Context: an optimization exercise on an open-source flow, tuned for small area. The choices shown serve that exercise and are no tape-out recipe. The RTL was checked by simulation tests, not by an equivalence proof against the original design. No driver is modelled on the clock port, so clock power and skew are understated where the tree is cut down; a real chip needs a root buffer or a tree. Power figures rest on the tool's default switching activity, not on a simulated workload.

==> flow/design.v <==
module watch_project (clk, reset, set_outside, set_inside, display_sec, display_sec10,
                      display_min, display_min10, display_hour, display_hour10, state);
	input clk, reset, set_outside, set_inside;
	output [6:0] display_sec, display_sec10, display_min, display_min10, display_hour, display_hour10;
	output [5:0] state;
	parameter [8:0] CA0 = 9'd324;	 
	parameter [8:0] CA_S = 9'd162;	 
	parameter [9:0] PA0 = 10'd24;	 
	parameter [3:0] SA0 = 4'd6;	 
	localparam [3:0] U0 = 4'd6;	 
	localparam [2:0] T0 = 3'b000;	 
	localparam [1:0] H0 = 2'b00;	 
	function [6:0] segu;		 
		input [3:0] d;
		segu = {(~d[3] & d[0]) | (~d[2] & d[1] & ~d[0]),
			(~d[2] & d[1] & d[0]) | (d[2] & ~d[1] & ~d[0]),
			(~d[2] & ~d[1] & ~d[0]),
			~((d[3] & d[1] & d[0]) | (~d[2] & ~d[1]) | (d[2] & ~d[0])),
			(~d[2] & d[1]) | d[0],
			~((d[3] & d[1]) | (d[2] & ~d[0])),
			~d[3] | (d[2] & ~d[1] & d[0])};
	endfunction
	function [6:0] segt;		 
		input [2:0] d;
		segt = {d[1] ^ d[0],
			d[2] & ~d[1],
			~d[2] & d[1],
			d[1] ^ d[0],
			d[2] | (~d[1] & d[0]),
			d[0],
			~d[2] & ~d[1]};
	endfunction
	function [6:0] segh;		 
		input [1:0] d;
		segh = {~d[1] & d[0], 1'b0, d[1], ~d[1] & d[0], ~d[1] & d[0], d[0], ~d[1]};
	endfunction
	function [10:0] inc10;
		input [9:0] a; input ci;
		integer i; reg c;
		begin
			c = ci;
			for (i = 0; i < 10; i = i + 1) begin inc10[i] = a[i] ^ c; c = c & a[i]; end
			inc10[10] = c;
		end
	endfunction
	function [4:0] inc4;
		input [3:0] a; input ci;
		integer i; reg c;
		begin
			c = ci;
			for (i = 0; i < 4; i = i + 1) begin inc4[i] = a[i] ^ c; c = c & a[i]; end
			inc4[4] = c;
		end
	endfunction
	function [2:0] jstep;
		input [2:0] q; input en;
		jstep = en ? {q[1:0], ~q[2]} : q;
	endfunction
	wire b0 = set_outside, b1 = set_inside;
	reg [8:0] ca;
	reg q4, q2, q1, q0;	 
	assign state = {1'b0, q4, 1'b0, q2, q1, q0};
	wire samp = (ca[6:0] == CA_S[6:0]);	 
	always @(posedge clk or posedge reset) begin
		if (reset) begin
			ca <= CA0;
			{q4, q2, q1, q0} <= 4'b0001;
		end else begin
			ca <= {ca[7:0], ~(ca[8] ^ ca[3]) ^ samp};
			if (samp)
				case ({q4, q2, q1, q0})
					4'b0001: if (!b0) {q4, q2, q1, q0} <= 4'b0100; else if (!b1) {q4, q2, q1, q0} <= 4'b1000;
					4'b0100: if (!b0) {q4, q2, q1, q0} <= 4'b0001; else if (!b1) {q4, q2, q1, q0} <= 4'b0110;
					4'b0110: if (!b1) {q4, q2, q1, q0} <= 4'b0101;
					4'b0101: if (!b1) {q4, q2, q1, q0} <= 4'b0100;
					4'b1000: if (!b0) {q4, q2, q1, q0} <= 4'b1010; else if (!b1) {q4, q2, q1, q0} <= 4'b0001;
					4'b1010: if (!b0) {q4, q2, q1, q0} <= 4'b1001;
					4'b1001: if (!b0) {q4, q2, q1, q0} <= 4'b1000; else if (!b1) {q4, q2, q1, q0} <= 4'b0001;
					default: {q4, q2, q1, q0} <= 4'b0001;
				endcase
		end
	end
	wire sw = q4;			 
	wire set = q2;			 
	wire run = q4 & q1;		 
	wire add_min = q2 & q0 & !b0;	 
	wire add_hour = q2 & q1 & !b0;	 
	reg cs;
	reg [9:0] as;			 
	reg [3:0] su; reg [2:0] st;	 
	reg [3:0] sa;			 
	reg [3:0] ssu; reg [2:0] sst;	 
	reg [3:0] dsu; reg [2:0] dst;	 
	wire s_first = sw & !cs;	 
	wire s_blank = cs & !sw & set;	 
	wire [9:0] as_i; wire s_tick;
	assign {s_tick, as_i} = inc10(as, !set & !s_first);
	wire [3:0] su_i; wire su_c;
	assign {su_c, su_i} = inc4(su, s_tick);
	wire [3:0] su_n = su_i | (su_c ? U0 : 4'd0);
	wire st_c = su_c & st[2] & !st[1];
	wire [2:0] st_n = jstep(st, su_c);
	wire s59 = (&su) & st[2] & !st[1];
	wire [3:0] sa_i; wire sa_c;
	assign {sa_c, sa_i} = inc4(sa, run);
	wire [3:0] ssu_i; wire ssu_c;
	assign {ssu_c, ssu_i} = inc4(ssu, sa_c);
	wire [3:0] ssu_n = ssu_i | (ssu_c ? U0 : 4'd0);
	wire [2:0] sst_n = jstep(sst, ssu_c);
	wire ss59 = (&ssu) & sst[2] & !sst[1];
	always @(posedge clk or posedge reset) begin
		if (reset) begin
			cs <= 0; as <= PA0; su <= U0; st <= T0; sa <= SA0; ssu <= U0; sst <= T0; dsu <= U0; dst <= T0;
		end else begin
			as <= as_i | (s_tick ? PA0 : 10'd0);
			su <= su_n; st <= st_n;
			sa <= sa_i | (sa_c ? SA0 : 4'd0);
			ssu <= ssu_n; sst <= sst_n;
			if (s_first)
				cs <= 1'b1;
			else if (s_blank)
				cs <= 1'b0;
			if (s_blank) begin
				dsu <= U0; dst <= T0;
			end else if (s_first | sa_c) begin
				dsu <= ssu_n; dst <= sst_n;
			end else if (s_tick & !sw) begin
				dsu <= su_n; dst <= st_n;
			end
		end
	end
	wire en_min = s59 & !set;	 
	reg cm;
	reg [9:0] am;
	reg [3:0] mu; reg [2:0] mt;
	reg [3:0] smu; reg [2:0] smt;
	reg [3:0] dmu; reg [2:0] dmt;
	wire m_first = sw & !cm;
	wire m_blank = cm & !sw & !en_min & !add_min;
	wire [9:0] am_i; wire m_tick;
	assign {m_tick, am_i} = inc10(am, add_min | (en_min & !m_first));
	wire [3:0] mu_i; wire mu_c;
	assign {mu_c, mu_i} = inc4(mu, m_tick);
	wire [3:0] mu_n = mu_i | (mu_c ? U0 : 4'd0);
	wire [2:0] mt_n = jstep(mt, mu_c);
	wire m59 = (&mu) & mt[2] & !mt[1];
	wire sm_step = ss59 & sa_c;
	wire [3:0] smu_i; wire smu_c;
	assign {smu_c, smu_i} = inc4(smu, sm_step);
	wire [3:0] smu_n = smu_i | (smu_c ? U0 : 4'd0);
	wire [2:0] smt_n = jstep(smt, smu_c);
	always @(posedge clk or posedge reset) begin
		if (reset) begin
			cm <= 0; am <= PA0; mu <= U0; mt <= T0; smu <= U0; smt <= T0; dmu <= U0; dmt <= T0;
		end else begin
			am <= am_i | (m_tick ? PA0 : 10'd0);
			mu <= mu_n; mt <= mt_n;
			smu <= smu_n; smt <= smt_n;
			if (m_tick & !sw) begin
				cm <= 1'b0;
				dmu <= mu_n; dmt <= mt_n;
			end else if (m_first) begin
				cm <= 1'b1;
				dmu <= smu_n; dmt <= smt_n;
			end else if (m_blank) begin
				cm <= 1'b0;
				dmu <= U0; dmt <= T0;
			end else if (sm_step) begin
				dmu <= smu_n; dmt <= smt_n;
			end
		end
	end
	reg ch, zf;			 
	reg [9:0] ah;
	reg [3:0] hu; reg [1:0] ht;
	wire en_hour = m59 & en_min;	 
	wire h_first = sw & !ch;
	wire [9:0] ah_i; wire h_tick;
	assign {h_tick, ah_i} = inc10(ah, (add_hour | en_hour) & !h_first);
	wire [3:0] hu_i; wire hu_c;
	assign {hu_c, hu_i} = inc4(hu, h_tick);
	wire h23 = ht[1] & (hu == 4'd9);	 
	always @(posedge clk or posedge reset) begin
		if (reset) begin
			ch <= 0; zf <= 0; ah <= PA0; hu <= U0; ht <= H0;
		end else begin
			ah <= ah_i | (h_tick ? PA0 : 10'd0);
			if (h_tick & h23) begin
				hu <= U0; ht <= H0;
			end else begin
				hu <= hu_i | (hu_c ? U0 : 4'd0);
				if (hu_c) ht <= {ht[0], 1'b1};
			end
			if (h_first) begin
				ch <= 1'b1;
				zf <= 1'b1;
			end else if (en_hour & run)
				zf <= 1'b1;
			else if (h_tick)
				zf <= 1'b0;
		end
	end
	assign display_sec = segu(dsu);
	assign display_sec10 = segt(dst);
	assign display_min = segu(dmu);
	assign display_min10 = segt(dmt);
	assign display_hour = segu(zf ? U0 : hu);
	assign display_hour10 = segh(zf ? H0 : ht);
endmodule
clock: 20.0 ns
lec_check: 0
cap_margin: 20
core_margin: 2
core_utilization: 40
slew_margin: 20
standard.sh (not shown) runs the stock make flow with config.mk's settings and CLKGATE_MAP_FILE= SYNTH_SCRIPT=/design/flow/synth_recipe.tcl, a recipe that flattens the netlist after the stock synthesis.
==> flow/flow/run.sh <==
#!/bin/bash
# Own layout flow: the standard ORFS flow (standard.sh) with
#  - an area-oriented ABC script for the synthesis's logic mapping
#    (registers are mapped before ABC, so they are the standard synthesis's)
#  - port buffers of the smallest buffer cell
#  - clock tree of clkbuf_8 without dummy loads
set -euo pipefail
W=$(pwd)
rm -rf "$W/myscripts"
cp -r "$FLOW_HOME/scripts" "$W/myscripts"
cp "$W/flow/abc_area.script" "$W/myscripts/abc_area.script"
export BUFFER_PORTS_ARGS="-buffer_cell sky130_fd_sc_hd__buf_1"
export CTS_ARGS="-sink_clustering_enable -repair_clock_nets -dont_use_dummy_load -buf_list sky130_fd_sc_hd__clkbuf_8"
bash "$W/standard.sh" SCRIPTS_DIR="$W/myscripts" ABC_AREA=1 finish > "$W/flow_make.log" 2>&1
==> flow/flow/abc_area.script <==
strash
&get -n
&deepsyn -T 60
&put
dch -f
amap -m
topo
The baseline passed the timing, DRC and antenna checks.
Change:
--- a/flow/design.v
+++ b/flow/design.v
@@ -132,13 +132,13 @@
 	wire en_min = s59 & !set;	 
 	reg cm;
 	reg [9:0] am;
 	reg [3:0] mu; reg [2:0] mt;
 	reg [3:0] smu; reg [2:0] smt;
-	reg [3:0] dmu; reg [2:0] dmt;
+	reg zm;				 
 	wire m_first = sw & !cm;
-	wire m_blank = cm & !sw & !en_min & !add_min;
+	wire m_blank = cm & !sw & !en_min;	 
 	wire [9:0] am_i; wire m_tick;
 	assign {m_tick, am_i} = inc10(am, add_min | (en_min & !m_first));
 	wire [3:0] mu_i; wire mu_c;
 	assign {mu_c, mu_i} = inc4(mu, m_tick);
 	wire [3:0] mu_n = mu_i | (mu_c ? U0 : 4'd0);
@@ -149,29 +149,28 @@
 	assign {smu_c, smu_i} = inc4(smu, sm_step);
 	wire [3:0] smu_n = smu_i | (smu_c ? U0 : 4'd0);
 	wire [2:0] smt_n = jstep(smt, smu_c);
 	always @(posedge clk or posedge reset) begin
 		if (reset) begin
-			cm <= 0; am <= PA0; mu <= U0; mt <= T0; smu <= U0; smt <= T0; dmu <= U0; dmt <= T0;
+			cm <= 0; zm <= 0; am <= PA0; mu <= U0; mt <= T0; smu <= U0; smt <= T0;
 		end else begin
 			am <= am_i | (m_tick ? PA0 : 10'd0);
 			mu <= mu_n; mt <= mt_n;
 			smu <= smu_n; smt <= smt_n;
 			if (m_tick & !sw) begin
 				cm <= 1'b0;
-				dmu <= mu_n; dmt <= mt_n;
-			end else if (m_first) begin
+				zm <= 1'b0;
+			end else if (m_first)
 				cm <= 1'b1;
-				dmu <= smu_n; dmt <= smt_n;
-			end else if (m_blank) begin
+			else if (m_blank) begin
 				cm <= 1'b0;
-				dmu <= U0; dmt <= T0;
-			end else if (sm_step) begin
-				dmu <= smu_n; dmt <= smt_n;
+				zm <= 1'b1;
 			end
 		end
 	end
+	wire [3:0] dmu = cm ? smu : zm ? U0 : mu;
+	wire [2:0] dmt = cm ? smt : zm ? T0 : mt;
 	reg ch, zf;			 
 	reg [9:0] ah;
 	reg [3:0] hu; reg [1:0] ht;
 	wire en_hour = m59 & en_min;	 
 	wire h_first = sw & !ch;
Result:
- global-route usage is lower by 0.42 points
- first-iteration DRC count is higher by 19%
- routed wire length is lower by 6.1%
- worst hold slack stays flat
- maximum frequency is higher by 0.64%


== main ==
watch_project, a different RTL version from the one above (not shown whole).
For scale: ~52 I/O pins.
Design watch_project, start of the top module:
module watch_project (clk, reset, set_outside, set_inside, display_sec, display_sec10,
                      display_min, display_min10, display_hour, display_hour10, state);
	input clk, reset, set_outside, set_inside;
	output [6:0] display_sec, display_sec10, display_min, display_min10, display_hour, display_hour10;
	output [5:0] state;
	parameter [8:0] CA0 = 9'd324;	 
	parameter [8:0] CA_S = 9'd162;	 
	parameter [9:0] PA0 = 10'd24;	 
	parameter [3:0] SA0 = 4'd6;	 
	localparam [3:0] U0 = 4'd0;	 
	localparam [2:0] T0 = 3'b000;	 
	localparam [1:0] H0 = 2'b00;	 
	function [6:0] segt;		 
		input [2:0] d;
		segt = {d[1] ^ d[0],
			d[2] & ~d[1],
			~d[2] & d[1],
			d[1] ^ d[0],
			d[2] | (~d[1] & d[0]),
			d[0],
			~d[2] & ~d[1]};
	endfunction
	function [6:0] segh;		 
		input [1:0] d;
		segh = {~d[1] & d[0], 1'b0, d[1], ~d[1] & d[0], ~d[1] & d[0], d[0], ~d[1]};
	endfunction
	function [10:0] inc10;
		input [9:0] a; input ci;
		integer i; reg c;
		begin
			c = ci;
  ...
export LEC_CHECK = 0
export CAP_MARGIN = 20
export CORE_MARGIN = 2
export CORE_UTILIZATION = 75
export PLACE_DENSITY = 0.85
export SLEW_MARGIN = 20
create_clock -name core_clock -period 20.0 [get_ports {clk}]
==> flow/flow/run.sh <==
#!/bin/bash
# Own layout flow: the standard ORFS flow (standard.sh) with
#  - no half-adder cell mapping and an area-oriented ABC script for the
#    synthesis's logic mapping
#    (registers are mapped before ABC, so they are the standard synthesis's)
#  - port buffers of the smallest buffer cell
#  - the clock tree replaced by MANUAL_CTS_K clock buffers fed by the clock
#    port, each at the centroid of its group of flip-flops
set -euo pipefail
W=$(pwd)
rm -rf "$W/myscripts"
cp -r "$FLOW_HOME/scripts" "$W/myscripts"
cp "$W/flow/abc_area.script" "$W/myscripts/abc_area.script"
grep -q '^log_cmd clock_tree_synthesis {\*}$cts_args$' "$W/myscripts/cts.tcl"
sed -i "s|^log_cmd clock_tree_synthesis {\*}\$cts_args\$|source $W/flow/manual_cts.tcl|" "$W/myscripts/cts.tcl"
export BUFFER_PORTS_ARGS="-buffer_cell sky130_fd_sc_hd__buf_1"
export MANUAL_CTS_BUF="sky130_fd_sc_hd__clkbuf_16"
export MANUAL_CTS_K=4
export MANUAL_CTS_ROOT="sky130_fd_sc_hd__clkbuf_16"
bash "$W/standard.sh" SCRIPTS_DIR="$W/myscripts" ABC_AREA=1 ADDER_MAP_FILE= finish > "$W/flow_make.log" 2>&1
Scripts as last shown in full above: flow/flow/abc_area.script
Other scripts of this flow, unchanged in this note and not shown: flow/flow/manual_cts.tcl
Here is what was changed in the inputs of the feature branch compared with main.
--- a/flow/design.v
+++ b/flow/design.v
@@ -3,13 +3,13 @@
 	input clk, reset, set_outside, set_inside;
 	output [6:0] display_sec, display_sec10, display_min, display_min10, display_hour, display_hour10;
 	output [5:0] state;
 	parameter [8:0] CA0 = 9'd324;	 
 	parameter [8:0] CA_S = 9'd162;	 
 	parameter [9:0] PA0 = 10'd24;	 
-	parameter [3:0] SA0 = 4'd6;	 
+	parameter [3:0] SA0 = 4'd0;	 
 	localparam [3:0] U0 = 4'd0;	 
 	localparam [2:0] T0 = 3'b000;	 
 	localparam [1:0] H0 = 2'b00;	 
 	function [6:0] segt;		 
 		input [2:0] d;
 		segt = {d[1] ^ d[0],
@@ -105,25 +105,25 @@
 	assign {s_tick, as_i} = inc10(as, !set & !s_first);
 	wire [3:0] su_n; wire su_c;
 	assign {su_c, su_n} = ustep(su, s_tick);
 	wire st_c = su_c & st[2] & !st[1];
 	wire [2:0] st_n = jstep(st, su_c);
 	wire s59 = su[3] & su[0] & st[2] & !st[1];
-	wire [3:0] sa_i; wire sa_c;
-	assign {sa_c, sa_i} = inc4(sa, run);
+	wire [3:0] sa_n; wire sa_c;
+	assign {sa_c, sa_n} = ustep(sa, run);
 	wire [3:0] ssu_n; wire ssu_c;
 	assign {ssu_c, ssu_n} = ustep(ssu, sa_c);
 	wire [2:0] sst_n = jstep(sst, ssu_c);
 	wire ss59 = ssu[3] & ssu[0] & sst[2] & !sst[1];
 	always @(posedge clk or posedge reset) begin
 		if (reset) begin
 			cs <= 0; as <= PA0; su <= U0; st <= T0; sa <= SA0; ssu <= U0; sst <= T0; dsu <= U0; dst <= T0;
 		end else begin
 			as <= as_i | (s_tick ? PA0 : 10'd0);
 			su <= su_n; st <= st_n;
-			sa <= sa_i | (sa_c ? SA0 : 4'd0);
+			sa <= sa_n;
 			ssu <= ssu_n; sst <= sst_n;
 			if (s_first)
 				cs <= 1'b1;
 			else if (s_blank)
 				cs <= 1'b0;
 			if (s_blank) begin
## What came out
The feature branch: all stages complete, timing, DRC and antenna checks passed. Comparing the two runs side by side, the feature branch comes out behind main on total wire length after detailed routing. In the flow results for the feature branch and main, the fraction of power spent switching nets is larger on the feature branch. Worst hold slack, the feature branch and main: lower on the feature branch. Row relative contribution of combinational cells to total power: the feature branch higher / main lower. main ended up with sky130_fd_sc_hd__o221a_1 as its cell with the largest stage delay on the worst path; the feature branch ended up with sky130_fd_sc_hd__nor3_1. | simple-gate share of the synthesized area | the feature branch vs main | 0.94 points higher |. The feature branch ends up with a least setup slack across all paths after layout that is 11 ps higher than in main. As far as achievable frequency is concerned, main and the feature branch perform about the same.
No run of this note takes its clock network from TritonCTS; it comes from the design's own scripts or RTL.

## what the ideal ports hide
How much do the figures lean on ideal ports? The routed layouts below were timed once more, with nothing changed but the port constraints.
Step 1, drivers: a clkbuf_16 drives clk and a buf_2 each remaining input, both assumed.
Step 2, shift: input delay + t, output delay - t, t = (earliest + latest rising clock arrival at the registers) / 2. This alone moves slack from input paths to output paths.
Slacks: ideal ports / drivers / drivers and shift; pairs: ideal ports / drivers.
run | t, ns | setup WS [ns] | worst setup path at the end | clock arrival spread, ns
the first run of note 1 | 0.374 | 12.709 / 12.702 / 12.328 | input to register | 0.024 / 0.024
the second run of note 1 | 0.374 | 12.755 / 12.754 / 12.379 | input to register | 0.027 / 0.027
main | 0.227 | 13.308 / 13.339 / 13.112 | input to register | 0.024 / 0.024
the feature branch | 0.221 | 13.319 / 13.360 / 13.139 | input to register | 0.017 / 0.018
After both steps setup and hold are still met in every run listed. For the first run of note 1, which loses most, drivers alone change the setup slack by -0.007 ns; drivers and shift together by -0.381 ns.
